Source: an optimization exercise on an open RTL-to-GDS flow (aim: small area, a short achievable clock period and few clock cycles per item). Production flows keep margins and buffers that such runs may drop.
Only simulation tests tie the RTL to the original design; equivalence was not proved.

--- flow/config.mk ---
export PLATFORM = sky130hd
export DESIGN_NAME = mdu_rv64
export DESIGN_NICKNAME = mdu_rv64
export VERILOG_FILES = /design/flow/design.v
export SDC_FILE = /design/flow/constraint.sdc
export NUM_CORES = 4
export LEC_CHECK = 0
export CAP_MARGIN = 20
export CORE_MARGIN = 2
export CORE_UTILIZATION = 35
export PLACE_DENSITY = 0.5
export SETUP_SLACK_MARGIN = 5
export SLEW_MARGIN = 20
--- flow/constraint.sdc ---
create_clock -name core_clock -period 11.0 [get_ports {clk}]
set_input_delay 2.2000 -clock core_clock [delete_from_list [all_inputs] [get_ports {clk}]]
set_output_delay 2.2000 -clock core_clock [all_outputs]
set_load 0.01 [all_outputs]
--- flow/design.v ---
`timescale 1ns/1ps
`default_nettype none
module mdu_rv64 #(
    parameter int XLEN = 64
)(
    input  wire                 clk,
    input  wire                 rst_n,
    input  wire                 req_valid,
    output logic                req_ready,
    input  wire [XLEN-1:0]      rs1_data,
    input  wire [XLEN-1:0]      rs2_data,
    input  wire [2:0]           funct3,
    input  wire                 is_word_op,
    output logic                resp_valid,
    output logic [XLEN-1:0]     result
);
    localparam logic [2:0] F3_MUL    = 3'b000;
    localparam logic [2:0] F3_MULH   = 3'b001;
    localparam logic [2:0] F3_MULHSU = 3'b010;
    localparam logic [2:0] F3_MULHU  = 3'b011;
    localparam logic [2:0] F3_DIV    = 3'b100;
    localparam logic [2:0] F3_DIVU   = 3'b101;
    localparam logic [2:0] F3_REM    = 3'b110;
    localparam logic [2:0] F3_REMU   = 3'b111;
    localparam int W = 70;    
    logic st_idle, st_mit, st_mext, st_pre, st_dit, st_fin;
    logic [65:0] X;      
    logic [63:0] Y;      
    logic [65:0] Z;      
    logic [6:0]  cnt;
    logic [2:0]  f_q;
    logic        w_q;
    logic        dvd_neg, dvs_neg;
    logic        one_lo, two_lo, neg_lo, one_hi, two_hi, neg_hi;
    logic        zsel_y, zsel_z, zinv;
    logic        rdy_q;
    assign result = Z[63:0];
    wire is_div = f_q[2];
    wire s1 = (f_q == F3_MUL) || (f_q == F3_MULH) || (f_q == F3_MULHSU) ||
              (f_q == F3_DIV) || (f_q == F3_REM);
    wire s2 = (f_q == F3_MUL) || (f_q == F3_MULH) ||
              (f_q == F3_DIV) || (f_q == F3_REM);
    wire [63:0] xe = X[63:0];
    wire [63:0] ye = Y;
    wire        xe_neg = X[65];
    logic       ye_neg;
    wire [65:0]  A   = X;
    wire [W-1:0] Ae  = {{(W-66){A[65]}}, A};
    wire [W-1:0] A2  = {Ae[W-2:0], 1'b0};
    wire [W-1:0] m0  = ({W{one_lo}} & Ae) | ({W{two_lo}} & A2);
    wire [W-1:0] m1  = ({W{one_hi}} & Ae) | ({W{two_hi}} & A2);
    wire [W-1:0] pp0 = m0 ^ {W{neg_lo}};
    wire [W-1:0] pp1 = {m1[W-3:0], 2'b00} ^ {W{neg_hi}};
    wire [65:0]  zraw = ({66{zsel_y}} & {{2{ye_neg}}, ye}) | ({66{zsel_z}} & Z);
    wire [W-1:0] zop  = {{(W-66){zraw[65]}}, zraw} ^ {W{zinv}};
    wire [W-1:0] cs_s = zop ^ pp0 ^ pp1;
    wire [W-1:0] cs_c = {((zop[W-2:0] & pp0[W-2:0]) | (zop[W-2:0] & pp1[W-2:0]) |
                          (pp0[W-2:0] & pp1[W-2:0])), neg_lo};
    wire         cin  = neg_hi | zinv;
    function automatic [W-1:0] ks_add(input [W-1:0] a, input [W-1:0] b, input ci);
        reg [W-1:0] g, p, gn, pn, p0;
        integer d, i;
        begin
            p0 = a ^ b;
            g  = a & b;
            p  = p0;
            g[0] = g[0] | (p0[0] & ci);
            for (d = 1; d < W; d = d * 2) begin
                gn = g;
                pn = p;
                for (i = d; i < W; i = i + 1) begin
                    gn[i] = g[i] | (p[i] & g[i-d]);
                    pn[i] = p[i] & p[i-d];
                end
                g = gn;
                p = pn;
            end
            ks_add = p0 ^ {g[W-2:0], ci};
        end
    endfunction
    wire [W-1:0] S = ks_add(cs_s, cs_c, cin);
    function automatic [6:0] clz64(input [63:0] v);
        reg [31:0] z1, c1;
        reg [15:0] z2; reg [31:0] c2;
        reg [7:0]  z3; reg [23:0] c3;
        reg [3:0]  z4; reg [15:0] c4;
        reg [1:0]  z5; reg [9:0]  c5;
        reg        z6; reg [5:0]  c6;
        integer i;
        begin
            for (i = 0; i < 32; i = i + 1) begin
                z1[i] = ~(v[2*i+1] | v[2*i]);
                c1[i] = ~v[2*i+1];
            end
            for (i = 0; i < 16; i = i + 1) begin
                z2[i] = z1[2*i+1] & z1[2*i];
                c2[2*i +: 2] = z1[2*i+1] ? {1'b1, c1[2*i]} : {1'b0, c1[2*i+1]};
            end
            for (i = 0; i < 8; i = i + 1) begin
                z3[i] = z2[2*i+1] & z2[2*i];
                c3[3*i +: 3] = z2[2*i+1] ? {1'b1, c2[4*i +: 2]} : {1'b0, c2[4*i+2 +: 2]};
            end
            for (i = 0; i < 4; i = i + 1) begin
                z4[i] = z3[2*i+1] & z3[2*i];
                c4[4*i +: 4] = z3[2*i+1] ? {1'b1, c3[6*i +: 3]} : {1'b0, c3[6*i+3 +: 3]};
            end
            for (i = 0; i < 2; i = i + 1) begin
                z5[i] = z4[2*i+1] & z4[2*i];
                c5[5*i +: 5] = z4[2*i+1] ? {1'b1, c4[8*i +: 4]} : {1'b0, c4[8*i+4 +: 4]};
            end
            z6 = z5[1] & z5[0];
            c6 = z5[1] ? {1'b1, c5[4:0]} : {1'b0, c5[9:5]};
            clz64 = {z6, c6 & {6{~z6}}};
        end
    endfunction
    logic [6:0] cd;      
    logic [6:0] cz;      
    logic       dvs_zero;
    wire [7:0]  sh     = {1'b0, cd} + {7'd0, ye_neg} - {1'b0, cz};    
    wire        qzero  = sh[7];
    wire [65:0] dvs_al = $signed(X) <<< sh[6:0];
    wire         qbit  = ~S[W-1];
    wire [63:0]  y_mul = {S[3:0], Y[63:4]};
    wire [63:0]  y_div = {Y[62:0], qbit};
    wire [65:0]  z_div = qbit ? S[65:0] : Z;
    wire [63:0]  rem_dvd = w_q ? {{32{Y[31]}}, Y[31:0]} : Y;    
    wire         need_neg = f_q[1] ? (s1 & dvd_neg) : (s1 & (dvd_neg ^ dvs_neg));
    wire         mulh_ext = ~w_q && (f_q == F3_MULHU) && Y[3];
    wire         wsign = (xe_neg ^ ye_neg) && (xe != 64'd0) && (ye != 64'd0);
    wire         last  = (cnt == 7'd0);
    function automatic [63:0] wfix(input [63:0] v, input w);
        wfix = w ? {{32{v[31]}}, v[31:0]} : v;
    endfunction
    wire in_pre  = funct3[2] | (is_word_op & (funct3 != F3_MUL));
    wire in_s1   = (funct3 == F3_MUL) || (funct3 == F3_MULH) || (funct3 == F3_MULHSU) ||
                   (funct3 == F3_DIV) || (funct3 == F3_REM);
    wire in_s2   = (funct3 == F3_MUL) || (funct3 == F3_MULH) ||
                   (funct3 == F3_DIV) || (funct3 == F3_REM);
    wire [63:0] in_a = is_word_op ? {{32{in_s1 & rs1_data[31]}}, rs1_data[31:0]} : rs1_data;
    wire [63:0] in_b = is_word_op ? {{32{in_s2 & rs2_data[31]}}, rs2_data[31:0]} : rs2_data;
    wire        in_yneg = in_s1 & in_a[63];
    wire        in_xneg = in_s2 & in_b[63];
    wire in_dvs_zero = (in_b == 64'd0);
    wire pre_done = ~is_div | dvs_zero | qzero;
    wire done = (st_mit & last & ~mulh_ext) | st_mext | (st_pre & pre_done) |
                (st_dit & last & ~need_neg) | st_fin;
    assign req_ready = rdy_q | (st_pre & qzero);
    wire acc = req_ready & req_valid;
    always_ff @(posedge clk or negedge rst_n) begin
        if (!rst_n) begin
            st_idle    <= 1'b1;
            st_mit     <= 1'b0;
            st_mext    <= 1'b0;
            st_pre     <= 1'b0;
            st_dit     <= 1'b0;
            st_fin     <= 1'b0;
            rdy_q      <= 1'b1;
            resp_valid <= 1'b0;
        end else begin
            resp_valid <= done;
            if (req_ready) begin
                st_idle <= ~req_valid;
                st_pre  <= req_valid & in_pre;
                st_mit  <= req_valid & ~in_pre;
                st_mext <= 1'b0;
                st_dit  <= 1'b0;
                st_fin  <= 1'b0;
                rdy_q   <= ~req_valid | (in_pre & (~funct3[2] | in_dvs_zero));
            end else begin
                if (st_mit && last) begin
                    st_mit  <= 1'b0;
                    st_mext <= 1'b1;
                end
                if (st_pre) begin
                    st_pre <= 1'b0;
                    st_dit <= 1'b1;
                end
                if (st_dit && last) begin
                    st_dit <= 1'b0;
                    st_fin <= 1'b1;
                end
                rdy_q <= (st_mit & (cnt == 7'd1) & ~(~w_q & (f_q == F3_MULHU) & Y[7])) |
                         (st_mit & last) |
                         (st_pre & (sh[6:0] == 7'd0) &
                          ~(f_q[1] ? (s1 & ye_neg) : (s1 & (ye_neg ^ xe_neg)))) |
                         (st_dit & (cnt == 7'd1) & ~need_neg) |
                         (st_dit & last);
            end
        end
    end
    logic [65:0] z_nx;
    logic [63:0] y_nx;
    wire  [63:0] mul_lo = wfix(w_q ? {32'd0, y_mul[63:32]} : y_mul, w_q);
    always_comb begin
        if (st_mit || st_idle)
            z_nx = (last && !mulh_ext && f_q == F3_MUL) ? {2'b00, mul_lo} : S[69:4];
        else if (st_pre)
            z_nx = !is_div ? {66{wsign}} :
                   dvs_zero ? {2'b00, f_q[1] ? rem_dvd : 64'hFFFF_FFFF_FFFF_FFFF} :
                   qzero ? {2'b00, f_q[1] ? rem_dvd : 64'd0} : S[65:0];
        else if (st_dit)
            z_nx = (!last || need_neg) ? z_div
                                       : {2'b00, wfix(f_q[1] ? z_div[63:0] : y_div, w_q)};
        else if (st_mext)
            z_nx = {2'b00, S[63:0]};
        else
            z_nx = {2'b00, wfix(S[63:0], w_q)};
        if (req_ready)   y_nx = in_a;
        else if (st_mit) y_nx = y_mul;
        else if (st_pre) y_nx = '0;
        else             y_nx = y_div;
    end
    always_ff @(posedge clk) begin
        Z <= z_nx;
        Y <= y_nx;
        one_lo <= 1'b0; two_lo <= 1'b0; neg_lo <= 1'b0;
        one_hi <= 1'b0; two_hi <= 1'b0; neg_hi <= 1'b0;
        zsel_y <= 1'b0; zsel_z <= 1'b1; zinv <= 1'b0;
        if (req_ready) begin
            X        <= {{2{in_xneg}}, in_b};
            ye_neg   <= in_yneg;
            cd       <= clz64(in_b ^ {64{in_xneg}});
            cz       <= clz64(in_a ^ {64{in_yneg}});
            dvs_zero <= in_dvs_zero;
            f_q      <= funct3;
            w_q      <= is_word_op;
            cnt      <= is_word_op ? 7'd7 : 7'd15;
            if (in_pre) begin
                zsel_y <= 1'b1;
                zsel_z <= 1'b0;
                zinv   <= in_yneg;
            end else begin
                zsel_z <= 1'b0;
                one_lo <= rs1_data[0];
                two_lo <= rs1_data[1] & ~rs1_data[0];
                neg_lo <= rs1_data[1];
                one_hi <= rs1_data[2] ^ rs1_data[1];
                two_hi <= (rs1_data[3] & ~rs1_data[2] & ~rs1_data[1]) |
                          (~rs1_data[3] & rs1_data[2] & rs1_data[1]);
                neg_hi <= rs1_data[3] & ~(rs1_data[2] & rs1_data[1]);
            end
        end else begin
            if (st_mit) begin
                cnt <= cnt - 7'd1;
                if (!last) begin
                    one_lo <= Y[4] ^ Y[3];
                    two_lo <= (Y[5] & ~Y[4] & ~Y[3]) | (~Y[5] & Y[4] & Y[3]);
                    neg_lo <= Y[5] & ~(Y[4] & Y[3]);
                    one_hi <= Y[6] ^ Y[5];
                    two_hi <= (Y[7] & ~Y[6] & ~Y[5]) | (~Y[7] & Y[6] & Y[5]);
                    neg_hi <= Y[7] & ~(Y[6] & Y[5]);
                end else begin
                    one_lo <= 1'b1;                       
                end
            end
            if (st_pre) begin
                dvd_neg <= ye_neg;
                dvs_neg <= xe_neg;
                X       <= dvs_al;
                cnt     <= sh[6:0];
                one_lo  <= 1'b1;
                neg_lo  <= ~xe_neg;                       
            end
            if (st_dit) begin
                X   <= $signed(X) >>> 1;
                cnt <= cnt - 7'd1;
                if (!last) begin
                    one_lo <= 1'b1;
                    neg_lo <= ~dvs_neg;
                end else begin
                    zsel_y <= ~f_q[1];
                    zsel_z <= f_q[1];
                    zinv   <= 1'b1;
                end
            end
        end
    end
endmodule
--- flow/run.sh ---
#!/bin/bash
# synth_recipe.tcl (not shown) runs the flow's synth.tcl, then flattens the netlist and writes it again
# the make line also repeats each setting of config.mk as NAME=value (left out here)
make -C /OpenROAD-flow-scripts/flow DESIGN_CONFIG=/design/flow/config.mk WORK_HOME=/design/flow/orfs CLKGATE_MAP_FILE= SYNTH_SCRIPT=/design/flow/synth_recipe.tcl finish
==> results.cfg, run 1 <==
[global_routing]
grt_first_pass_wirelength_mm = 245.3
grt.busiest_layer = met2
grt_use_met2 = 0.4879
gr-usage-all-layers = 0.3360
overflow = 0
antenna_found_initial = 16
first_global_vias = 34990
gr-usage-met3 = 0.08971
use_met1 = 0.4439
grt_max_degree = 107

[detailed_routing]
drtAntennaViolNets = 0
wire_per_inst_um = 29.65
dr.pass1.iters = 6
drc = 0
drtIter0Drc = 4949
vias_per_cell = 6.574
vias = 37880
routed_wl_mm = 170.8

[final_layout]
post_layout_nonfiller_instances = 5762
syn2layout_area_growth_pct = 11.63
nFillCells = 10060
drive_gt1_frac = 0.07308
multiInputGateArea_um2 = 24490
final_cell_mix = nand2_1, a21oi_1, o21ai_0, nor2_1, a22oi_1
nNetsFinal = 4770
final_common_cell = nand2_1
seq_area_um2 = 5891

[logic_synthesis]
synth_cell_types = 100
synth_nets = 4929
synth_flop_cell = dfxtp_1
syn_area_um2 = 33110
yosysWarnings = 1
synthCells = 4635
seq_area_frac_synth = 0.1769
synth_edf_count = 97
ys_ff_latch = 242
synth_area_per_cell_um2 = 7.144
synth-async-reset-ratio = 0.03306

[floorplanning]
die-area_um2 = 97080
pin_count = 201
core_area_um2 = 93610
rows = 112
start_util = 0.3537
die_width_um = 311.6
die-height_um = 311.6

[job]
cap_violations = 0

[setup_path]
worstPathRequired_ps = 11500
r2r_start = neg_hi
crit_family = compound AO/OA/AOI/OAI gates
reg2reg_slack_ps = 5220
reg2regPathDepth = 16
cp_slowest_cell = dfxtp_4
slowest_delay_ps = 730
worstPathArrival_ps = 6280
crit_type = reg2reg
crit_buf_inv = 2
crit_chain = buf_6 > xor2_1 > fa_1 > inv_1 > ha_1 > and4_1 > nand2_1 > a2111o_1 > o21ai_0 > a311oi_1 > a21oi_1 > xor2_1 > nand2_1 > a32oi_1 > a21oi_1 > o22ai_1
path_max_fanout = 40
end_kind = flip-flop
cp-start-kind = flip-flop
r2r_end = Z[41]

[cts]
cts-root-buf = clkbuf_16
clock_sinks = 242
cts_buffers = 35
clockBufferDepth = 3
clk_pin_slew_ps = 60
cts_hold_buf = 0
cts_tree = yes
h-tree-depth = 2
clock_latency_ps = 590

[placement]
place_hpwl_mm = 125.9
place_congestion = 1.013
numPlacedInstances = 5676
numPortBuffers = 200

[timing]
max_clock_freq_mhz = 173.1
finalSetupViolCount = 0
whs_ps = 507.7
min_period_ps = 5776
rsz0062_at_grt = false
slew-limit-headroom = 0.2514
clock_skew_ps = 51.19
finalSetupTns_ps = 0
timing.final.crit_share = 0.5251
slew_viol_final = 0
hold_viol_final = 0
tightest_slew_ps = 1119

[hold_path]
hold_class = reg2reg
hold_depth = 2
worstHoldStart = st_fin
min_to = st_fin

[run_status]
status = no timing/DRC/antenna violations

[power]
registers in the layout, summed over array words and instances (netlist names), 3 cells and up:
register,flops
Z,66
f_q,3
Y,64
cnt,7
X,66
cz,7
cd,7
repair_timing:
| item | in CTS | in global routing |
|---|---|---|
| resized for setup | 12 | 23 |
| pin swaps | 1 | 5 |
| setup buffers | 1 | 13 |
| hold endpoints to repair | 0 | 0 |
| cloned | 2 | 1 |
| setup endpoints to repair | 27 | 54 |
cell type report:
class                      count  share of cell area
timing repair buffer         330             0.08195
multi-input combinational   3678              0.6626
antenna                        6           0.0004062
sequential                   242              0.1594
clock buffer                  51             0.02945
inverter                     187             0.01974
tap                         1254             0.04245
timing repair inverter         2           0.0004739
clock inverter                12            0.003554
cell usage after synthesis (93+ instances only):
cell type,count,share of area
inv_1,183,0.021
nor2_1,335,0.038
dfxtp_1,137,0.083
a22oi_1,203,0.046
clkbuf_1,354,0.040
o21ai_0,369,0.056
nand2_1,524,0.059
a21oi_1,469,0.071
mux2i_1,93,0.028
xor2_1,195,0.052
nand3_1,109,0.016
edfxtp_1,97,0.088
tightest hold or removal path: cells and delay by family (launching register included):
kind,cells,cell delay (ps)
DFF,1,340
and+or+nand+nor,1,80
AOI/OAI and AO/OA,1,50
metrics by stage:
stage	setup slack (ps)	utilization	cell area (um2)
2_1_floorplan	5330	-	33110
3_3_place_gp	4344	0.3785	35430
3_5_place_dp	4364	0.3785	35430
4_1_cts	4806	0.3925	36740
5_1_grt	4971	0.3947	36950
6_report	5224	0.3948	36960
cells by family after synthesis:
family / after synthesis / share of synthesized area
buf+inv: 716 / 0.09114
simple gates: 1371 / 0.1918
fa+ha+maj: 159 / 0.07641
compound gates: 1730 / 0.3369
mux: 135 / 0.05226
flops: 242 / 0.1769
xor+xnor: 282 / 0.07459
per-layer routing:
layer,vias to the layer above,wire (um)
met2,2412,70120
li1,16720,-
met1,18230,68940
met3,506,19500
met4,10,12190
met5,-,82
worst max path at each step:
stage	start	to	cells after the start
after detailed placement	rs1_data[31]	cz[1]	14
after CTS	cd[1]	req_ready	11
after global routing	one_hi	Z[44]	19
after floorplan	cd[1]	req_ready	11
after global placement	rs1_data[31]	cz[1]	14
final	neg_hi	Z[41]	16
Testbench counts, summed over its fixed seeds: cycles 21,764, items 2,400.
==> inputs of run 2 (changes only) <==
--- a/flow/design.v
+++ b/flow/design.v
@@ -130,2 +130,12 @@
     wire         last  = (cnt == 7'd0);
+    wire [4:0]   mdig  = 5'((7'd68 - {1'b0, cz}) >> 2);           
+    wire [4:0]   mpos  = w_q ? 5'd8 : 5'd16;
+    wire [4:0]   mz    = (mdig > mpos) ? 5'd0 : mpos - mdig;
+    wire         mfast = ({2'b00, cnt[4:0]} < {2'b00, mz}) && (cnt[4:0] >= 5'd3);
+    wire         mlast = mfast ? (cnt[4:0] == 5'd3) : last;
+    wire [4:0]   mcnt_nx = cnt[4:0] - (mfast ? 5'd4 : 5'd1);
+    wire         mfast_nx = (mcnt_nx < mz) && (mcnt_nx >= 5'd3);
+    wire         mlast_nx = mfast_nx ? (mcnt_nx == 5'd3) : (mcnt_nx == 5'd0);
+    wire [63:0]  y_fast = {Z[15:0], Y[63:16]};
+    wire [65:0]  z_fast = {{16{Z[65]}}, Z[65:16]};
     function automatic [63:0] wfix(input [63:0] v, input w);
@@ -144,3 +154,3 @@
     wire pre_done = ~is_div | dvs_zero | qzero;
-    wire done = (st_mit & last & ~mulh_ext) | st_mext | (st_pre & pre_done) |
+    wire done = (st_mit & mlast & ~mulh_ext) | st_mext | (st_pre & pre_done) |
                 (st_dit & last & ~need_neg) | st_fin;
@@ -169,3 +179,3 @@
             end else begin
-                if (st_mit && last) begin
+                if (st_mit && mlast) begin
                     st_mit  <= 1'b0;
@@ -181,4 +191,4 @@
                 end
-                rdy_q <= (st_mit & (cnt == 7'd1) & ~(~w_q & (f_q == F3_MULHU) & Y[7])) |
-                         (st_mit & last) |
+                rdy_q <= (st_mit & ~mlast & mlast_nx & ~(mz == 5'd0 & ~w_q & (f_q == F3_MULHU) & Y[7])) |
+                         (st_mit & mlast) |
                          (st_pre & (sh[6:0] == 7'd0) &
@@ -192,6 +202,8 @@
     logic [63:0] y_nx;
-    wire  [63:0] mul_lo = wfix(w_q ? {32'd0, y_mul[63:32]} : y_mul, w_q);
+    wire  [63:0] y_mit  = mfast ? y_fast : y_mul;
+    wire  [63:0] mul_lo = wfix(w_q ? {32'd0, y_mit[63:32]} : y_mit, w_q);
     always_comb begin
         if (st_mit || st_idle)
-            z_nx = (last && !mulh_ext && f_q == F3_MUL) ? {2'b00, mul_lo} : S[69:4];
+            z_nx = (mlast && !mulh_ext && f_q == F3_MUL) ? {2'b00, mul_lo} :
+                   mfast ? z_fast : S[69:4];
         else if (st_pre)
@@ -208,3 +220,3 @@
         if (req_ready)   y_nx = in_a;
-        else if (st_mit) y_nx = y_mul;
+        else if (st_mit) y_nx = y_mit;
         else if (st_pre) y_nx = '0;
@@ -243,4 +255,5 @@
             if (st_mit) begin
-                cnt <= cnt - 7'd1;
-                if (!last) begin
+                cnt <= {2'b00, mcnt_nx};
+                if (mfast) begin
+                end else if (!last) begin
                     one_lo <= Y[4] ^ Y[3];
==> run 2 against run 1 <==
  * Setup slack lost 65 ps
  * Final area rose by 6.1%
  * Highest routed layer unchanged
  * Synthesized cell count is 7.6% higher
  * Final cell count grew 6.8%
  * Still clean on timing, DRC and antenna
  * Largest cell class unchanged
  * Area after synthesis up 6.0%
  * Sequential cell count is the same
  * Critical endpoint is now Z[36]
  * Sequential share of layout area fell by 0.90 points
  * Wire length rose by 16%
==> results.cfg, run 2 <==
[final_layout]
final_cell_mix = nand2_1, a21oi_1, o21ai_0, nor2_1, inv_1
final_common_cell = nand2_1
finalCoreUtilization = 0.3931
largestRegisters = X (66), Z (66), Y (64)
drive_gt1_frac = 0.07053
syn2layout_area_growth_pct = 11.72
nNetsFinal = 5132
fin_area_um2 = 39200

[cts]
clock_latency_ps = 640
h-tree-depth = 2
cts_buffers = 34
clock_sinks = 242
clk_pin_slew_ps = 60
cts_hold_buf = 0
cts-root-buf = clkbuf_16
cts_tree = yes
clockBufferDepth = 3

[timing]
finalSetupTns_ps = 0
finalSetupViolCount = 0
slew-limit-headroom = 0.1647
clock_skew_ps = 68.34
tightest_slew_ps = 1237
min_period_ps = 5840
timing.final.crit_share = 0.5309
hold_viol_final = 0
slew_viol_final = 0
rsz0062_at_grt = true
max_clock_freq_mhz = 171.2

[logic_synthesis]
seq_area_frac_synth = 0.1670
synth_nets = 5296
yosysTopAreaCell = edfxtp_1
synthCells = 4987
syn_area_um2 = 35090
synthTopCellsByCount = nand2_1, a21oi_1, o21ai_0, nor2_1, clkbuf_1
synth_flop_cell = dfxtp_1
synth_cell_types = 90
yosysMostFrequentCell = nand2_1
synth_area_per_cell_um2 = 7.036
ys_ff_latch = 242
synth_edf_count = 97
yosysWarnings = 1
synth_top_area_share = 0.08301
synth-async-reset-ratio = 0.03306
synth_area_leaders = edfxtp_1, dfxtp_1, a21oi_1, nand2_1, o21ai_0

[placement]
place_hpwl_mm = 147.8
placed_area_um2 = 37460
numPortBuffers = 200
place_congestion = 1.041

[detailed_routing]
drtAntennaViolNets = 0
drc = 0
dr.pass1.iters = 9
vias_per_cell = 6.757
routed_wl_mm = 197.5
vias = 41600
wire_per_inst_um = 32.08
drtIter0Drc = 6823

[setup_path]
crit_start = zsel_y
reg2reg_slack_ps = 5160
worstPathRequired_ps = 11530
r2r_start = zsel_y
path_max_fanout = 35
crit_type = reg2reg
end_kind = flip-flop
worstPathArrival_ps = 6370
cp-start-kind = flip-flop

[floorplanning]
die_width_um = 320.6
rows = 116
core_area_um2 = 99710
start_util = 0.3519
pin_count = 201
die-area_um2 = 102800
die-height_um = 320.6

[global_routing]
gr-usage-all-layers = 0.3679
antenna_found_initial = 10
grt_max_degree = 81
first_global_vias = 38190
grt_first_pass_wirelength_mm = 278.5
overflow = 0

[hold_path]
worstHoldStart = st_fin
hold_class = reg2reg

[run_status]
status = no timing/DRC/antenna violations

[job]
cap_violations = 0
run 2: cells by family (layout without fill, tap and decap cells):
family          Yosys count  in the layout  share of synthesized area
compound gates         1832           1832                     0.3350
xor+xnor                287            287                    0.07164
fa+ha+maj               174            174                    0.07745
buf+inv                 766            625                    0.09061
flops                   242            242                     0.1670
mux                     176            176                    0.06729
other cells               0              9                          0
simple gates           1510           1513                     0.1911
run 2: layout make-up:
| type | instances | area (um2) |
|---|---|---|
| antenna | 9 | 22.52 |
| clock inverter | 12 | 182.7 |
| timing repair buffer | 317 | 2959 |
| sequential | 242 | 5896 |
| clock buffer | 50 | 1065 |
| fill | 10620 | 60510 |
| tap | 1298 | 1624 |
| multi-input combinational | 3982 | 26480 |
| inverter | 244 | 949.7 |
| timing repair inverter | 2 | 17.52 |
run 2: what timing repair did:
action / CTS / global route
pin swaps: 3 / 7
gates resized for setup: 30 / 35
cloned: 3 / 2
buffers inserted: 3 / 9
setup endpoints to repair: 102 / 85
run 2: path summary, 6_finish.rpt:
check,cells past startpoint,to
hold reg to reg,2,st_fin
hold / removal,2,st_fin
max in group asynchronous,1,st_dit
setup / recovery,18,Z[36]
min in group asynchronous,1,st_pre
setup reg to reg,18,Z[36]
run 2: worst max-delay path, stage by stage (launching register included):
cell and delay, ps:
dfxtp_4 460, buf_6 240, a22oi_1 600, xor2_1 170, fa_1 520, inv_1 50, ha_1 390, and4_1 290
nand2_1 250, a2bb2oi_1 400, a21boi_1 190, o21ai_2 260, a31oi_2 240, o21a_1 300, o311a_1 410, or2_1 340
buf_6 240, a21o_1 190, a41o_1 220
run 2: per-layer routing:
layer / wire length [um] / vias up / part of all wire / global-route usage
li1: - / 17970 / - / -
met1: 79880 / 19980 / 0.40 / 0.4940
met2: 81150 / 3048 / 0.41 / 0.5342
met3: 23410 / 593 / 0.12 / 0.1001
met4: 13000 / 6 / 0.066 / 0.1947
met5: 35 / - / 0.00018 / 0
run 2: per-stage QoR:
step	cells	setup slack, ps	hold WS, ps
2_1_floorplan	4987	5043	463.5
3_3_place_gp	6066	3936	480.2
3_5_place_dp	6067	3861	485.4
4_1_cts	6135	4851	500.3
5_1_grt	6147	4900	521.0
6_report	6156	5160	496.2
Testbench counts of run 2, summed over its fixed seeds: cycles 19,835, items 2,400.
==> inputs of run 3 (changes only) <==
--- a/flow/design.v
+++ b/flow/design.v
@@ -118,5 +118,6 @@
     logic       dvs_zero;
-    wire [7:0]  sh     = {1'b0, cd} + {7'd0, ye_neg} - {1'b0, cz};    
+    wire [7:0]  sh     = {1'b0, cd} - {1'b0, cz};    
     wire        qzero  = sh[7];
-    wire [65:0] dvs_al = $signed(X) <<< sh[6:0];
+    wire [5:0]  sh6    = sh[6] ? 6'd63 : sh[5:0];
+    wire [65:0] dvs_al = $signed(X) <<< sh6;
     wire         qbit  = ~S[W-1];
@@ -127,13 +128,16 @@
     wire         need_neg = f_q[1] ? (s1 & dvd_neg) : (s1 & (dvd_neg ^ dvs_neg));
-    wire         mulh_ext = ~w_q && (f_q == F3_MULHU) && Y[3];
     wire         wsign = (xe_neg ^ ye_neg) && (xe != 64'd0) && (ye != 64'd0);
     wire         last  = (cnt == 7'd0);
-    wire [4:0]   mdig  = 5'((7'd68 - {1'b0, cz}) >> 2);           
+    logic        mfirst, mext_q;
+    logic [4:0]  mcl;                                              
+    logic [1:0]  mq;                                               
+    wire [6:0]   czm   = 7'd68 - cz - {6'd0, ye_neg};
+    wire [4:0]   mdig  = czm[6:2];                                 
     wire [4:0]   mpos  = w_q ? 5'd8 : 5'd16;
-    wire [4:0]   mz    = (mdig > mpos) ? 5'd0 : mpos - mdig;
-    wire         mfast = ({2'b00, cnt[4:0]} < {2'b00, mz}) && (cnt[4:0] >= 5'd3);
-    wire         mlast = mfast ? (cnt[4:0] == 5'd3) : last;
-    wire [4:0]   mcnt_nx = cnt[4:0] - (mfast ? 5'd4 : 5'd1);
-    wire         mfast_nx = (mcnt_nx < mz) && (mcnt_nx >= 5'd3);
-    wire         mlast_nx = mfast_nx ? (mcnt_nx == 5'd3) : (mcnt_nx == 5'd0);
+    wire [4:0]   md    = (mdig > mpos) ? mpos : mdig;
+    wire [4:0]   mz    = mpos - md;
+    wire [4:0]   mtot  = md + {3'd0, mz[1:0]} + {3'd0, mz[3:2]};
+    wire         mfast = ~mfirst & ({3'd0, mq} >= mcl);
+    wire         mlast = ~mfirst & (mcl == 5'd1);
+    wire         mulh_ext = mext_q;
     wire [63:0]  y_fast = {Z[15:0], Y[63:16]};
@@ -191,5 +195,5 @@
                 end
-                rdy_q <= (st_mit & ~mlast & mlast_nx & ~(mz == 5'd0 & ~w_q & (f_q == F3_MULHU) & Y[7])) |
+                rdy_q <= (st_mit & ~mfirst & (mcl == 5'd2) & ~mext_q) |
                          (st_mit & mlast) |
-                         (st_pre & (sh[6:0] == 7'd0) &
+                         (st_pre & (sh6 == 6'd0) &
                           ~(f_q[1] ? (s1 & ye_neg) : (s1 & (ye_neg ^ xe_neg)))) |
@@ -234,3 +238,3 @@
             cd       <= clz64(in_b ^ {64{in_xneg}});
-            cz       <= clz64(in_a ^ {64{in_yneg}});
+            cz       <= clz64(in_yneg ? {~in_a[62:0], 1'b1} : in_a);
             dvs_zero <= in_dvs_zero;
@@ -238,3 +242,3 @@
             w_q      <= is_word_op;
-            cnt      <= is_word_op ? 7'd7 : 7'd15;
+            mfirst   <= 1'b1;
             if (in_pre) begin
@@ -255,5 +259,11 @@
             if (st_mit) begin
-                cnt <= {2'b00, mcnt_nx};
+                mfirst <= 1'b0;
+                mcl    <= mcl - 5'd1;
+                if (mfirst) begin
+                    mcl    <= mtot - 5'd1;
+                    mq     <= mz[3:2];
+                    mext_q <= ~w_q & (f_q == F3_MULHU) & (mdig > 5'd16);
+                end
                 if (mfast) begin
-                end else if (!last) begin
+                end else if (!mlast) begin
                     one_lo <= Y[4] ^ Y[3];
@@ -272,3 +282,3 @@
                 X       <= dvs_al;
-                cnt     <= sh[6:0];
+                cnt     <= {1'b0, sh6};
                 one_lo  <= 1'b1;
--- a/flow/config.mk
+++ b/flow/config.mk
@@ -9,4 +9,4 @@
 export CORE_MARGIN = 2
-export CORE_UTILIZATION = 35
-export PLACE_DENSITY = 0.5
+export CORE_UTILIZATION = 55
+export PLACE_DENSITY = 0.75
 export SETUP_SLACK_MARGIN = 5
==> run 3 against run 2 <==
  * Still clean
  * Via count grew 3.3%
  * Sequential share of layout area grew 0.84 points
  * Non-clock buffer count shrank 6
==> results.cfg, run 3 <==
[cts]
clockBufferDepth = 3
cts_buffers = 34
cts-root-buf = clkbuf_16
clk_pin_slew_ps = 60
h-tree-depth = 2
clock_sinks = 251
cts_tree = yes
clock_latency_ps = 570

[logic_synthesis]
synthTopCellsByCount = nand2_1, a21oi_1, nor2_1, o21ai_0, clkbuf_1
synthCells = 4990
yosysMostFrequentCell = nand2_1
ys_ff_latch = 251
synth_top_area_share = 0.08812
yosysTopAreaCell = edfxtp_1
synth_edf_count = 105
synth-async-reset-ratio = 0.03187
seq_area_frac_synth = 0.1710
synth_nets = 5297
yosysWarnings = 1
synth_area_per_cell_um2 = 7.171
synth_area_leaders = edfxtp_1, dfxtp_1, mux2i_1, a21oi_1, nand2_1
synth_flop_cell = dfxtp_1
syn_area_um2 = 35780
synth_cell_types = 110

[detailed_routing]
dr.pass1.iters = 12
routed_wl_mm = 185.3
drtAntennaViolNets = 0
drc = 0
drtIter0Drc = 9183
vias_per_cell = 7.564
vias = 42980
wire_per_inst_um = 32.61

[setup_path]
path_max_fanout = 66
crit_start = zsel_y
r2r_start = zsel_y
slowest_delay_ps = 950
crit_chain = clkbuf_8 > a22oi_1 > clkbuf_4 > xor2_1 > fa_1 > inv_1 > ha_1 > nand2_1 > nor2_1 > nand2_1 > nor3_1 > a21oi_1 > o21bai_1 > xor2_1 > mux2i_1 > a211oi_1 > o211ai_1 > nand3_1
cp-start-kind = flip-flop
r2r_end = Z[41]
end_kind = flip-flop
worstPathArrival_ps = 6430
cp_slowest_cell = xor2_1
reg2regPathDepth = 18
worstPathRequired_ps = 11500
crit_buf_inv = 3
crit_type = reg2reg
reg2reg_slack_ps = 5070
crit_family = compound AO/OA/AOI/OAI gates

[final_layout]
syn2layout_area_growth_pct = 8.098
largestRegisters = X (66), Z (66), Y (64)
nNetsFinal = 5099
final_common_cell = nand2_1
post_layout_nonfiller_instances = 5682
final_cell_mix = nand2_1, a21oi_1, nor2_1, o21ai_0, mux2i_1
drive_gt1_frac = 0.06272
fin_area_um2 = 38680

[global_routing]
grt_first_pass_wirelength_mm = 268.7
gr-usage-all-layers = 0.5369
antenna_found_initial = 16
overflow = 0
first_global_vias = 39250
grt_max_degree = 93

[hold_path]
min_to = st_fin
worstHoldStart = st_fin
hold_class = reg2reg
hold_depth = 2

[floorplanning]
die-height_um = 259.1
die-area_um2 = 67110
die_width_um = 259.1
pin_count = 201
rows = 93
core_area_um2 = 64350
start_util = 0.5561

[timing]
tightest_slew_ps = 1318
finalSetupTns_ps = 0
timing.final.crit_share = 0.5393
max_clock_freq_mhz = 168.6
rsz0062_at_grt = true
finalSetupViolCount = 0
min_period_ps = 5932
slew_viol_final = 0
hold_viol_final = 0
clock_skew_ps = 17.69
whs_ps = 539.9
slew-limit-headroom = 0.1184

[run_status]
status = no timing/DRC/antenna violations

[placement]
place_hpwl_mm = 134.3
numPortBuffers = 200
place_congestion = 1.136
numPlacedInstances = 5602
placed_area_um2 = 37260

[job]
cap_violations = 0
run 3: worst max-delay path by stage:
stage / end / slack, ps / depth (start not counted)
floorplan: req_ready / 5600 / 11
global placement: cz[0] / 4960 / 14
detailed placement: cz[0] / 4790 / 14
CTS: Z[47] / 5000 / 16
global route: Z[50] / 4950 / 17
finish: Z[41] / 5070 / 18
run 3: area by class of cell:
type	instances	area, um2
Multi-Input combinational cell	3995	26650
Fill cell	6022	25670
Sequential cell	251	6141
Timing Repair Buffer	311	2875
Tap cell	855	1070
Clock buffer	47	1012
Inverter	198	749.5
Clock inverter	12	146.4
Antenna cell	12	30.03
Timing Repair inverter	1	5.005
run 3: cells by family after synthesis:
| kind of cell | Yosys count | share of synthesized area |
|---|---|---|
| DFF | 251 | 0.1710 |
| adders and majority gates | 172 | 0.07546 |
| buffers and inverters | 744 | 0.09067 |
| AOI/OAI and AO/OA | 1780 | 0.3260 |
| and+or+nand+nor | 1490 | 0.1907 |
| xor gates and xnor gates | 287 | 0.07025 |
| muxes | 266 | 0.07588 |
run 3: routing by layer:
metal,vias up,share of wire,global-route usage
li1,17900,-,-
met1,19850,0.35,0.6568
met2,4046,0.39,0.7258
met3,1162,0.16,0.2411
met4,16,0.10,0.4170
met5,-,0.00076,0.01353
run 3: through the flow:
stage | utilization | setup slack (ps)
floorplan | - | 5596
global placement | 0.5789 | 4964
detailed placement | 0.5790 | 4786
CTS | 0.5970 | 5001
global route | 0.6006 | 4954
finish | 0.6011 | 5068
run 3: worst min-delay path, stage by stage (launching register included):
cell,delay [ps]
dfrtp_1,350
nor2_1,60
nor2_1,90
run 3: repair_timing:
action                                  4_1_cts  5_1_grt
hold endpoints to repair                      0        0
hold buffers                                  0        0
endpoints found under the setup margin        0       70
resized for setup                             0       19
buffers inserted                              0        1
Testbench counts of run 3, summed over its fixed seeds: cycles 19,835, items 2,400.
==> inputs of run 4 (changes only) <==
--- a/flow/design.v
+++ b/flow/design.v
@@ -128,3 +128,3 @@
     wire         need_neg = f_q[1] ? (s1 & dvd_neg) : (s1 & (dvd_neg ^ dvs_neg));
-    wire         wsign = (xe_neg ^ ye_neg) && (xe != 64'd0) && (ye != 64'd0);
+    wire         wsign = (xe_neg ^ ye_neg) & ~dvs_zero & (cz != 7'd64);    
     wire         last  = (cnt == 7'd0);
--- a/flow/config.mk
+++ b/flow/config.mk
@@ -9,4 +9,5 @@
 export CORE_MARGIN = 2
-export CORE_UTILIZATION = 55
-export PLACE_DENSITY = 0.75
+export CORE_UTILIZATION = 35
+export CTS_BUF_LIST = sky130_fd_sc_hd__clkbuf_4
+export PLACE_DENSITY = 0.5
 export SETUP_SLACK_MARGIN = 5
==> run 4 against run 3 <==
  * Still clean on timing, DRC and antenna
  * Setup slack gained 210 ps
  * Register-to-register slack gained 210 ps
  * Area after synthesis fell by 4.0%
  * Wire length increased by 3.7%
  * Sequential share of layout area is 0.30 points higher
  * Final area fell by 1.9%
  * Highest routed layer unchanged
==> results.cfg, run 4 <==
[setup_path]
worstPathArrival_ps = 6500
crit_buf_inv = 1
crit_chain = ha_1 > fa_1 > nor2b_1 > o21ai_1 > a21boi_1 > o21a_1 > o21a_1 > nor2_1 > nor2_1 > nand3_1 > nor2_4 > buf_4 > nand2_1 > o22a_1 > o211ai_1
cp_slowest_cell = nand3_1
crit_family = simple AND/OR/NAND/NOR gates
end_kind = flip-flop
worstPathRequired_ps = 11780
cp-start-kind = flip-flop
crit_type = reg2reg
slowest_delay_ps = 650
path_max_fanout = 27

[hold_path]
hold_class = reg2reg

[global_routing]
gr-usage-all-layers = 0.3698
grt_max_degree = 101
overflow = 0
grt_first_pass_wirelength_mm = 271.6
first_global_vias = 37300
antenna_found_initial = 14

[timing]
rsz0062_at_grt = false
timing.final.crit_share = 0.5204
tightest_slew_ps = 1250
finalSetupTns_ps = 0
slew-limit-headroom = 0.1614
max_clock_freq_mhz = 174.7
min_period_ps = 5724
hold_viol_final = 0
clock_skew_ps = 159.5
finalSetupViolCount = 0
slew_viol_final = 0

[placement]
place_congestion = 1.049
numPortBuffers = 200
place_hpwl_mm = 143.6

[logic_synthesis]
yosysTopAreaCell = edfxtp_1
synthTopCellsByCount = nand2_1, a21oi_1, nor2_1, clkbuf_1, o21ai_0
synth_area_leaders = edfxtp_1, dfxtp_1, a21oi_1, mux2i_1, nand2_1
synth_top_area_share = 0.09175
synth_flop_cell = dfxtp_1
yosysMostFrequentCell = nand2_1
synth_edf_count = 105
synth_nets = 5077
synthCells = 4770
synth_area_per_cell_um2 = 7.204
yosysWarnings = 1
seq_area_frac_synth = 0.1780
ys_ff_latch = 251
synth-async-reset-ratio = 0.03187
syn_area_um2 = 34370
synth_cell_types = 102

[run_status]
status = no timing/DRC/antenna violations

[detailed_routing]
wire_per_inst_um = 31.94
vias_per_cell = 6.647
drtAntennaViolNets = 0
drc = 0
routed_wl_mm = 192.2
vias = 40000
drtIter0Drc = 6229
dr.pass1.iters = 7

[final_layout]
final_cell_mix = nand2_1, a21oi_1, nor2_1, o21ai_0, mux2i_1
drive_gt1_frac = 0.07410
nFillCells = 10410
syn2layout_area_growth_pct = 10.46
largestRegisters = X (66), Z (66), Y (64)
nNetsFinal = 4989
finalCoreUtilization = 0.3914
final_common_cell = nand2_1

[floorplanning]
die-area_um2 = 100700
core_area_um2 = 96990
start_util = 0.3543
die_width_um = 317.4
pin_count = 201
die-height_um = 317.4
rows = 114

[cts]
clk_pin_slew_ps = 70
clock_latency_ps = 1020
h-tree-depth = 3
cts_hold_buf = 0
cts_tree = yes
clock_sinks = 251
cts-root-buf = clkbuf_4
clockBufferDepth = 3
cts_buffers = 86

[job]
cap_violations = 0

[power]
run 4: through the flow:
stage	cells	hold slack [ps]	area, um2	setup slack [ps]
floorplan	4770	424.4	34370	5226
global placement	5864	535.8	36730	4426
detailed placement	5865	535.2	36730	4556
CTS	6013	544.6	37860	4981
global route	6016	570.6	37960	5029
finish	6018	544.1	37960	5276
run 4: area by class of cell:
type,count,area [um2],area share
repair buffers,300,2831,0.07459
flip-flops and latches,251,6142,0.1618
diodes,5,12.51,0.0003296
well taps,1276,1597,0.04206
multi-input cells,3841,25570,0.6735
repair inverters,2,17.52,0.0004614
inverters,200,777.0,0.02047
clock buffers,125,938.4,0.02472
clock inverters,18,80.08,0.002109
run 4: logic make-up after synthesis:
group,count (synthesis),synth area share
and+or+nand+nor,1446,0.1875
AOI/OAI and AO/OA,1668,0.3140
adders and majority gates,172,0.07857
xor gates and xnor gates,301,0.07748
DFF,251,0.1780
buffers and inverters,678,0.08432
muxes,254,0.08010
run 4: repair_timing:
action / CTS / global route
endpoints found under the setup margin: 39 / 55
gates cloned: 2 / 0
gates resized for setup: 15 / 26
setup buffers: 3 / 0
pin swaps: 2 / 2
run 4: layer usage:
metal / track usage / vias up / part of all wire
met5: 0 / - / 0.00027
met4: 0.1917 / 8 / 0.060
met3: 0.1168 / 539 / 0.13
met2: 0.5343 / 2814 / 0.41
met1: 0.4906 / 19320 / 0.40
li1: - / 17320 / -
run 4: worst paths after layout:
kind                       startpoint          to  slack (ps)  depth (start not counted)
setup reg to reg                cz[0]       X[63]        5280                         15
setup / recovery                cz[0]       X[63]        5280                         15
min in group asynchronous       rst_n  resp_valid        1590                          1
max in group asynchronous       rst_n      st_dit        9060                          1
hold reg to reg                st_fin      st_fin         540                          2
hold / removal                 st_fin      st_fin         540                          2
run 4: worst min-delay path, delay by kind of cell (launching register included):
kind                   cells  cell delay, ps
AO/OA/AOI/OAI              1              50
buffers and inverters      1              60
flip-flops                 1             390
Testbench counts of run 4, summed over its fixed seeds: cycles 19,835, items 2,400.
==> inputs of run 5 (changes only) <==
--- a/flow/config.mk
+++ b/flow/config.mk
@@ -9,5 +9,5 @@
 export CORE_MARGIN = 2
-export CORE_UTILIZATION = 35
+export CORE_UTILIZATION = 45
 export CTS_BUF_LIST = sky130_fd_sc_hd__clkbuf_4
-export PLACE_DENSITY = 0.5
+export PLACE_DENSITY = 0.6
 export SETUP_SLACK_MARGIN = 5
==> run 5 against run 4 <==
  * Critical path depth rose by 3
  * Sequential cell count did not move
  * Utilization increased by 11 points
  * Setup slack got worse by 120 ps
  * Still clean
  * Non-clock buffer count increased by 7
  * Sequential share of layout area barely moved
  * Final area shrank 0.28%
  * Wire length fell by 3.3%
  * Register-to-register slack worse by 120 ps
  * Highest routed layer unchanged
==> results.cfg, run 5 <==
[global_routing]
grt.busiest_layer = met2
gr-usage-met3 = 0.2033
use_met1 = 0.5737
grt_max_degree = 89
gr-usage-all-layers = 0.4596
grt_use_met2 = 0.6336
first_global_vias = 37170
overflow = 0
grt_first_pass_wirelength_mm = 264.4
antenna_found_initial = 19

[floorplanning]
die_width_um = 280.3
pin_count = 201
start_util = 0.4532
die-height_um = 280.3
core_area_um2 = 75820
rows = 101
die-area_um2 = 78590

[detailed_routing]
dr.pass1.iters = 9
vias_per_cell = 7.060
drc = 0
drtAntennaViolNets = 0
routed_wl_mm = 185.8
vias = 40570
wire_per_inst_um = 32.33
drtIter0Drc = 6913

[logic_synthesis]
yosysWarnings = 1
synthTopCellsByCount = nand2_1, a21oi_1, nor2_1, clkbuf_1, o21ai_0
synth_nets = 5077
synth-async-reset-ratio = 0.03187
ys_ff_latch = 251
synth_cell_types = 102
synthCells = 4770
syn_area_um2 = 34370
yosysMostFrequentCell = nand2_1
synth_edf_count = 105
yosysTopAreaCell = edfxtp_1
synth_area_leaders = edfxtp_1, dfxtp_1, a21oi_1, mux2i_1, nand2_1
synth_top_area_share = 0.09175
seq_area_frac_synth = 0.1780
synth_area_per_cell_um2 = 7.204
synth_flop_cell = dfxtp_1

[timing]
slew_viol_final = 0
slew-limit-headroom = 0.1476
whs_ps = 554.5
clock_skew_ps = 158.7
min_period_ps = 5844
finalSetupViolCount = 0
timing.final.crit_share = 0.5313
tightest_slew_ps = 1277
max_clock_freq_mhz = 171.1
rsz0062_at_grt = false
finalSetupTns_ps = 0
hold_viol_final = 0

[cts]
cts-root-buf = clkbuf_4
clock_latency_ps = 960
clock_sinks = 251
h-tree-depth = 3
cts_tree = yes
cts_buffers = 86
clk_pin_slew_ps = 70
cts_hold_buf = 0
clockBufferDepth = 3

[setup_path]
reg2reg_slack_ps = 5160
path_max_fanout = 20
end_kind = flip-flop
cp-start-kind = flip-flop
reg2regPathDepth = 18
r2r_end = Z[35]
worstPathArrival_ps = 6710
r2r_start = Y[24]
crit_type = reg2reg
worstPathRequired_ps = 11870

[placement]
place_hpwl_mm = 135.6
numPortBuffers = 200
place_congestion = 1.076

[final_layout]
drive_gt1_frac = 0.07783
final_cell_mix = nand2_1, a21oi_1, nor2_1, o21ai_0, mux2i_1
largestRegisters = X (66), Z (66), Y (64)
final_common_cell = nand2_1
syn2layout_area_growth_pct = 10.16
nFillCells = 7718
multiInputGateArea_um2 = 25700
nNetsFinal = 4997
seq_area_um2 = 6142

[run_status]
status = no timing/DRC/antenna violations

[hold_path]
min_to = st_fin
worstHoldStart = st_fin
hold_class = reg2reg
hold_depth = 2

[job]
cap_violations = 0
[run 5: through the flow]
stage | util | std cells | worst slack, ps | instance area (um2)
6_report | 0.4993 | 5747 | 5156 | 37860
5_1_grt | 0.4989 | 5736 | 5004 | 37830
3_5_place_dp | 0.4794 | 5567 | 4364 | 36350
3_3_place_gp | 0.4794 | 5567 | 4355 | 36350
4_1_cts | 0.4949 | 5725 | 5027 | 37520
2_1_floorplan | - | 4770 | 5226 | 34370
[run 5: worst max path at each step]
stage / from / slack [ps] / to / cells past startpoint
after floorplan: cz[1] / 5230 / req_ready / 13
after global placement: zinv / 4360 / Z[54] / 17
after detailed placement: zinv / 4360 / Z[54] / 17
after CTS: one_hi / 5030 / Z[48] / 18
after global routing: zsel_z / 5000 / Z[54] / 18
final: Y[24] / 5160 / Z[35] / 18
[run 5: timing repair]
item,CTS,global route
buffers inserted,4,1
gates cloned,2,1
pin swaps,3,4
gates resized for setup,21,35
endpoints found under the setup margin,42,66
[run 5: area by class of cell]
class	count	area share
repair buffers	307	0.07704
well taps	978	0.03232
clock buffers	119	0.02360
inverters	200	0.02052
flip-flops and latches	251	0.1622
multi-input cells	3842	0.6788
clock inverters	33	0.003999
repair inverters	2	0.0004627
diodes	15	0.0009915
[run 5: logic make-up after synthesis]
family	count (synthesis)	share of synthesized area
multiplexers	254	0.08010
AO/OA/AOI/OAI	1668	0.3140
adder cells (fa/ha/maj)	172	0.07857
XOR/XNOR	301	0.07748
buffers and inverters	678	0.08432
flip-flops	251	0.1780
AND/OR/NAND/NOR	1446	0.1875
[run 5: worst max-delay path, stage by stage (launching register included)]
cell and delay (ps):
dfxtp_1 490, a22oi_2 640, xor2_1 160, fa_1 520, inv_1 50, ha_1 400
nand4_1 230, or4_4 480, or3_1 330, o22ai_2 290, o21ai_1 220, nand2b_1 260
xor2_2 440, a21o_4 320, buf_4 330, a21oi_1 60, o21ai_0 270, nor3_1 90
a211oi_1 200
[run 5: metal layers]
layer	vias up	wire (um)
li1	17350	-
met1	19130	68880
met2	3281	73850
met3	796	27890
met4	18	15100
met5	-	109
==> inputs of run 6 (changes only) <==
--- a/flow/design.v
+++ b/flow/design.v
@@ -117,5 +117,5 @@
     logic [6:0] cz;      
-    logic       dvs_zero;
     wire [7:0]  sh     = {1'b0, cd} - {1'b0, cz};    
     wire        qzero  = sh[7];
+    wire        dvs_zero = (cd == 7'd64) & ~xe_neg;    
     wire [5:0]  sh6    = sh[6] ? 6'd63 : sh[5:0];
@@ -156,3 +156,2 @@
     wire        in_xneg = in_s2 & in_b[63];
-    wire in_dvs_zero = (in_b == 64'd0);
     wire pre_done = ~is_div | dvs_zero | qzero;
@@ -160,3 +159,3 @@
                 (st_dit & last & ~need_neg) | st_fin;
-    assign req_ready = rdy_q | (st_pre & qzero);
+    assign req_ready = rdy_q | (st_pre & (qzero | dvs_zero));
     wire acc = req_ready & req_valid;
@@ -181,3 +180,3 @@
                 st_fin  <= 1'b0;
-                rdy_q   <= ~req_valid | (in_pre & (~funct3[2] | in_dvs_zero));
+                rdy_q   <= ~req_valid | (in_pre & ~funct3[2]);
             end else begin
@@ -239,3 +238,2 @@
             cz       <= clz64(in_yneg ? {~in_a[62:0], 1'b1} : in_a);
-            dvs_zero <= in_dvs_zero;
             f_q      <= funct3;
--- a/flow/config.mk
+++ b/flow/config.mk
@@ -9,5 +9,5 @@
 export CORE_MARGIN = 2
-export CORE_UTILIZATION = 45
+export CORE_UTILIZATION = 35
 export CTS_BUF_LIST = sky130_fd_sc_hd__clkbuf_4
-export PLACE_DENSITY = 0.6
+export PLACE_DENSITY = 0.5
 export SETUP_SLACK_MARGIN = 5
==> run 6 against run 5 <==
  * Critical endpoint is now req_ready
  * Largest cell class unchanged
  * Critical path depth shrank 8
  * Still clean
  * Critical path type is now reg2out
  * First-iteration DRC count fell by 6.5%
  * Sequential cell count fell by 1
==> results.cfg, run 6 <==
[detailed_routing]
wire_per_inst_um = 32.56
wl_met3_mm = 23.91
top_layer = met5
vias = 40350
drtIter0Drc = 6463
wl_met1_mm = 79.12
dr.pass1.iters = 8
vias_per_cell = 6.669
routed_wl_mm = 197.0
drtAntennaViolNets = 0
drc = 0
wl_met2_mm = 78.64

[floorplanning]
pin_count = 201
core_area_um2 = 97990
rows = 115
start_util = 0.3522
die-area_um2 = 101100
die_width_um = 318.0
die-height_um = 318.0

[logic_synthesis]
synth_compound_area_frac = 0.3157
yosysMostFrequentCell = nand2_1
synth-async-reset-ratio = 0.03200
synth_cell_types = 99
synth_top_family_by_area = compound AO/OA/AOI/OAI gates
syn_area_um2 = 34510
synth_mux_area_frac = 0.09089
synth_edf_count = 104
synth_flop_cell = dfxtp_1
synth_nets = 5064
synthTopCellsByCount = nand2_1, a21oi_1, nor2_1, o21ai_0, clkbuf_1
seq_area_frac_synth = 0.1764
synth_area_per_cell_um2 = 7.255
synth_top_area_share = 0.09049
synth_fa_ha_area_frac = 0.07824
yosysWarnings = 1
yosysTopAreaCell = edfxtp_1
synthCells = 4757
synth-xor-area-share = 0.07208
synth_area_leaders = edfxtp_1, dfxtp_1, mux2i_1, a21oi_1, nand2_1
synthSimpleGateAreaFrac = 0.1862
ys_ff_latch = 250

[cts]
cts-root-buf = clkbuf_4
cts_hold_buf = 0
cts_tree = yes
cts_buffers = 82
clock_sinks = 250
clk_pin_slew_ps = 60
h-tree-depth = 3
clock_latency_ps = 1010
clockBufferDepth = 3

[hold_path]
hold_class = reg2reg
worstHoldStart = st_fin

[timing]
clock_skew_ps = 151.2
timing.final.crit_share = 0.5471
whs_ps = 508.1
slew-limit-headroom = 0.1499
tightest_slew_ps = 1240
slew_viol_final = 0
finalSetupTns_ps = 0
rsz0062_at_grt = true
min_period_ps = 6018
finalSetupViolCount = 0
hold_viol_final = 0
max_clock_freq_mhz = 166.2

[setup_path]
worstPathArrival_ps = 3820
r2r_start = zsel_y
slowest_delay_ps = 560
worstPathRequired_ps = 8800
end_kind = primary output
crit_start = cz[1]
path_max_fanout = 22
cp-start-kind = flip-flop
crit_type = reg2out
crit_chain = inv_1 > ha_1 > nor2b_1 > o21ai_0 > a21oi_1 > o41a_4 > nand2_1 > a21oi_4 > bufinv_16 > clkdlybuf4s50_1
cp_slowest_cell = clkdlybuf4s50_1

[global_routing]
first_global_vias = 37560
grt_max_degree = 124
overflow = 0
gr-usage-all-layers = 0.3726
antenna_found_initial = 14
grt_first_pass_wirelength_mm = 277.3

[final_layout]
final_cell_mix = nand2_1, a21oi_1, nor2_1, o21ai_0, mux2i_1
largestRegisters = X (66), Z (66), Y (64)
fin_area_um2 = 38420
drive_gt1_frac = 0.07595
syn2layout_area_growth_pct = 11.32
finalCoreUtilization = 0.3921
nNetsFinal = 5005
final_common_cell = nand2_1

[run_status]
status = no timing/DRC/antenna violations

[placement]
place_hpwl_mm = 144.7
place_congestion = 1.073
numPortBuffers = 200
placed_area_um2 = 37020

[job]
cap_violations = 0
==> run 6: cell count changes in the layout (fill, tap and decap cells not counted), sizes merged, moves of 13 or more <==
cell    before  now
and3        77   34
xnor2       99   86
a221o       43   18
a221oi      33   92
nand3      135  120
mux2         8   31
a21oi      487  457
mux4        16    2
nor2b       20   34
a311oi      30   13
mux2i      230  274
o21a        15   33
nor3        89   66
or3         13   31
==> run 6: cell type report <==
class | count | area [um2]
fillers | 10450 | 59570
multi-input cells | 3857 | 25920
flip-flops and latches | 250 | 6118
repair buffers | 304 | 2892
well taps | 1287 | 1610
clock buffers | 116 | 870.8
inverters | 201 | 780.7
clock inverters | 23 | 178.9
diodes | 10 | 25.02
repair inverters | 2 | 17.52
==> run 6: kinds of logic after synthesis <==
logic type | Yosys count
AOI/OAI and AO/OA | 1668
and+or+nand+nor | 1425
buffers and inverters | 651
muxes | 307
xor gates and xnor gates | 284
DFF | 250
adders and majority gates | 172
==> run 6: what timing repair did <==
action / 4_1_cts / 5_1_grt
setup buffers: 3 / 2
gates cloned: 1 / 2
setup endpoints to repair: 59 / 45
resized for setup: 24 / 20
pin swaps: 1 / 2
==> run 6: final timing paths <==
kind	to	slack, ps	cells after the start
min reg2reg	st_fin	510	2
min	st_fin	510	2
max	req_ready	4980	10
min in group asynchronous	st_pre	1580	1
max reg2reg	Z[46]	5060	16
max in group asynchronous	st_dit	9090	1
==> run 6: stage by stage <==
step           setup WS [ps]  cells
2_1_floorplan           5547   4757
3_3_place_gp            4444   5893
3_5_place_dp            4448   5893
4_1_cts                 4789   6036
5_1_grt                 4787   6045
6_report                4982   6050
==> run 6: routing by layer <==
| layer | up-vias | GRT usage |
|---|---|---|
| met2 | 2892 | 0.5241 |
| li1 | 17400 | - |
| met5 | - | 0.008983 |
| met4 | 8 | 0.2341 |
| met1 | 19360 | 0.4888 |
| met3 | 692 | 0.1193 |
==> run 6: critical path, delay by kind of cell, from the launching register on <==
kind / cells / cell delay [ps]
compound gates: 4 / 970
buf+inv: 3 / 940
flops: 1 / 480
simple gates: 2 / 290
fa+ha+maj: 1 / 220
Testbench counts of run 6, summed over its fixed seeds: cycles 19,835, items 2,400.

-- what the ideal ports hide --
Ports are ideal in the flow. The routed layouts listed here were re-timed in OpenROAD.
Step 1: set_driving_cell puts a clkbuf_16 on clk and a buf_2 on each other input, an assumption about the parent block.
Step 2, shift: input delay + t, output delay - t, t = (earliest + latest rising clock arrival at the registers) / 2. This alone moves slack from input paths to output paths.
Three values: no drivers, after step 1, after step 2; two values: the first two.
| run | t, ns | setup WS [ns] | latest minus earliest clock arrival (ns) |
|---|---|---|---|
| run 1 | 0.645 | 5.224 / 5.224 / 4.662 | 0.051 / 0.051 |
| run 2 | 0.677 | 5.160 / 5.160 / 4.587 | 0.068 / 0.068 |
| run 3 | 0.632 | 5.068 / 5.068 / 4.835 | 0.018 / 0.018 |
| run 4 | 1.013 | 5.276 / 5.276 / 4.657 | 0.160 / 0.159 |
| run 5 | 0.945 | 5.156 / 5.125 / 4.445 | 0.159 / 0.158 |
| run 6 | 1.006 | 4.982 / 4.907 / 4.422 | 0.151 / 0.151 |
After both steps setup and hold are still met in every run listed. For run 5, which loses most, drivers alone change the setup slack by -0.031 ns; drivers and shift together by -0.711 ns.
